From an optimization exercise on the open Yosys and OpenROAD flow, aimed at small area; shortcuts taken in it are not production practice.
In this exercise RTL edits were held to simulation tests only and were not proved equivalent to the original.
Power and IR drop assume default switching activity.

==> run a: inputs <==
## LCD
module LCD(clock, reset, LCD_E, LCD_RS, LCD_RW, SF_D, SF_CE0);
==> flow/config.mk <==
export PLATFORM = sky130hd
export DESIGN_NAME = LCD
export DESIGN_NICKNAME = LCD
export VERILOG_FILES = /design/flow/design.v
export SDC_FILE = /design/flow/constraint.sdc
export NUM_CORES = 4
export LEC_CHECK = 0
export CAP_MARGIN = 20
export CORE_MARGIN = 2
export CORE_UTILIZATION = 40
export CTS_BUF_LIST = sky130_fd_sc_hd__clkbuf_2 sky130_fd_sc_hd__clkbuf_4 sky130_fd_sc_hd__clkbuf_8
export SLEW_MARGIN = 20
export SYNTH_HIERARCHICAL = 1
==> flow/constraint.sdc <==
create_clock -name core_clock -period 20.0 [get_ports {clock}]
set_input_delay 4.0000 -clock core_clock [delete_from_list [all_inputs] [get_ports {clock}]]
set_output_delay 4.0000 -clock core_clock [all_outputs]
set_load 0.01 [all_outputs]
run.sh (not shown) runs the stock make flow with config.mk's settings and CLKGATE_MAP_FILE= SYNTH_SCRIPT=/design/flow/synth_recipe.tcl, a recipe that flattens the netlist after the stock synthesis.
==> inputs of run b, as changes to run a <==
Settings changed: CTS_BUF_LIST sky130_fd_sc_hd__clkbuf_2 sky130_fd_sc_hd__clkbuf_4 sky130_fd_sc_hd__clkbuf_8 to default.
==> impl_metrics.json <==
{
  "status": "complete, no violations",
  "wl_met3_um": 352,
  "whs_ns": 0.457,
  "clock.fmax_mhz": 147,
  "use_met1_pct": 32.1,
  "dr_wl_met2_mm": 1.79,
  "p_comb_w": 0.00000550
}
-- figures above: run b

==> impl_metrics.json <==
{
  "wl_met3_um": 337,
  "clock.fmax_mhz": 147,
  "synth-seq-cells": 21,
  "whs_ns": 0.465,
  "wl_mm": 4.45,
  "path_buf_inv": 4,
  "dr_wl_met2_mm": 1.81,
  "status": "complete, no violations",
  "largest_register_ffs": 12,
  "endpoint": "SF_D[0]",
  "min_to": "lo[0]"
}
-- figures above: run a



==> harbor <==
Another version of the RTL of LCD (not shown whole).
==> flow/config.mk <==
export PLATFORM = sky130hd
export DESIGN_NAME = LCD
export DESIGN_NICKNAME = LCD
export VERILOG_FILES = /design/flow/design.v
export SDC_FILE = /design/flow/constraint.sdc
export NUM_CORES = 4
export LEC_CHECK = 0
export CAP_MARGIN = 20
export CORE_MARGIN = 2
export CORE_UTILIZATION = 60
export SLEW_MARGIN = 20
export SYNTH_HIERARCHICAL = 1
==> flow/constraint.sdc <==
create_clock -name core_clock -period 20.0 [get_ports {clock}]
set_input_delay 4.0000 -clock core_clock [delete_from_list [all_inputs] [get_ports {clock}]]
set_output_delay 4.0000 -clock core_clock [all_outputs]
set_load 0.01 [all_outputs]
standard.sh (not shown) runs the stock make flow with config.mk's settings and CLKGATE_MAP_FILE= SYNTH_SCRIPT=/design/flow/synth_recipe.tcl, a recipe that flattens the netlist after the stock synthesis.
==> flow/flow/run.sh <==
#!/bin/bash
set -euo pipefail
bash standard.sh synth > synth.log 2>&1
R=orfs/results/sky130hd/LCD/base
cp $R/1_2_yosys.v 1_2_yosys.standard.v
sed -E -f flow/downsize.sed 1_2_yosys.standard.v > $R/1_2_yosys.v
diff 1_2_yosys.standard.v $R/1_2_yosys.v > downsize.diff.log || true
export BUFFER_PORTS_ARGS="-buffer_cell sky130_fd_sc_hd__buf_1"
bash standard.sh > layout.log 2>&1
Other scripts of this flow, unchanged in this note and not shown: flow/flow/downsize.sed
==> inputs of tundra, as changes to harbor <==
--- a/flow/flow/run.sh
+++ b/flow/flow/run.sh
@@ -8,2 +8,3 @@
 export BUFFER_PORTS_ARGS="-buffer_cell sky130_fd_sc_hd__buf_1"
+export CTS_ARGS="-sink_clustering_enable -repair_clock_nets -sink_clustering_size 30 -sink_clustering_max_diameter 200 -buf_list sky130_fd_sc_hd__clkbuf_4"
 bash standard.sh > layout.log 2>&1
--- a/flow/config.mk
+++ b/flow/config.mk
@@ -9,3 +9,3 @@
 export CORE_MARGIN = 2
-export CORE_UTILIZATION = 60
+export CORE_UTILIZATION = 40
 export SLEW_MARGIN = 20
==> summary of the runs <==
- Critical path depth is the same in harbor and tundra.
- Via count: tundra is smaller than harbor (7.6%).
- Against tundra, the cell area of harbor is smaller by 1.8%.
- Synthesized cell count is the same in harbor and tundra.
- Against tundra, the clock power of harbor is smaller by about 2%.
- In tundra the fmax is lower than in harbor, by 0.21%.
- In harbor the wire length is larger than in tundra, by about 7%.
- In synthesized area, harbor and tundra do not differ.
==> figures <==
|  | tundra | harbor |
|---|---|---|
| Minimum clock period | 6.819 ns | 6.805 ns |
| Final core area utilization | 0.4537 | 0.6850 |
| Outcome | timing/DRC/antenna clean | timing/DRC/antenna clean |
| Switching power | 0.00002424 W | 0.00002386 W |
| Layout clock buffer count | 3 | 4 |
| Pin count of the biggest net entering global routing | 14 | 12 |
| Met3 Routed Length | 228 microns | 398 microns |
| Static Leak | 0.5254 nW | 0.5265 nW |
| Ratio of routed vias to standard cells | 5.707 | 6.644 |
| Number of iterations in the first detailed-routing pass | 5 | 8 |
| Fraction of power consumed by sequential logic | 0.594 | 0.595 |
| Ratio of cells with drive above 1 in the final layout | 0.02020 | 0.01515 |
| Total half-perimeter wirelength after legalization and detailed placement | 2560 microns | 2608 microns |
| Worst IR Drop VDD | 40.47 uV | 48.83 uV |
| Share of total power in the clock network | 0.252 | 0.247 |
| Routed len/inst | 13.81 microns | 15.84 microns |
| Peak Freq | 146.6 MHz | 147.0 MHz |

-- afterwards: timing with drivers on the ports --
The results above use ideal ports. As a check the final layouts listed here were re-extracted and re-timed, cells and wires unchanged.
Step 1 (the two cells are an assumption about what drives the block):
set clk [get_ports {clock}]
set_driving_cell -lib_cell sky130_fd_sc_hd__clkbuf_16 $clk
set_driving_cell -lib_cell sky130_fd_sc_hd__buf_2 [delete_from_list [all_inputs] $clk]
Step 2 adds t to the input delays and takes it off the output delays; t is the mean of the earliest and latest rising clock arrival at the registers after step 1. Input paths then give back, and output paths get back, about the clock's delay inside the block.
a / b / c = no drivers / after step 1 / after step 2; a / b = the first two.
| run | t (ns) | slack for setup (ns) | worst hold slack (ns) |
|---|---|---|---|
| run a | 0.285 | 13.181 / 13.154 / 13.439 | 0.465 / 0.465 / 0.465 |
| run b | 0.284 | 13.206 / 13.180 / 13.464 | 0.457 / 0.457 / 0.457 |
| harbor | 0.319 | 13.195 / 13.175 / 13.494 | 0.516 / 0.516 / 0.516 |
| tundra | 0.319 | 13.181 / 13.161 / 13.479 | 0.521 / 0.521 / 0.521 |
After both steps setup and hold are still met in every run listed.
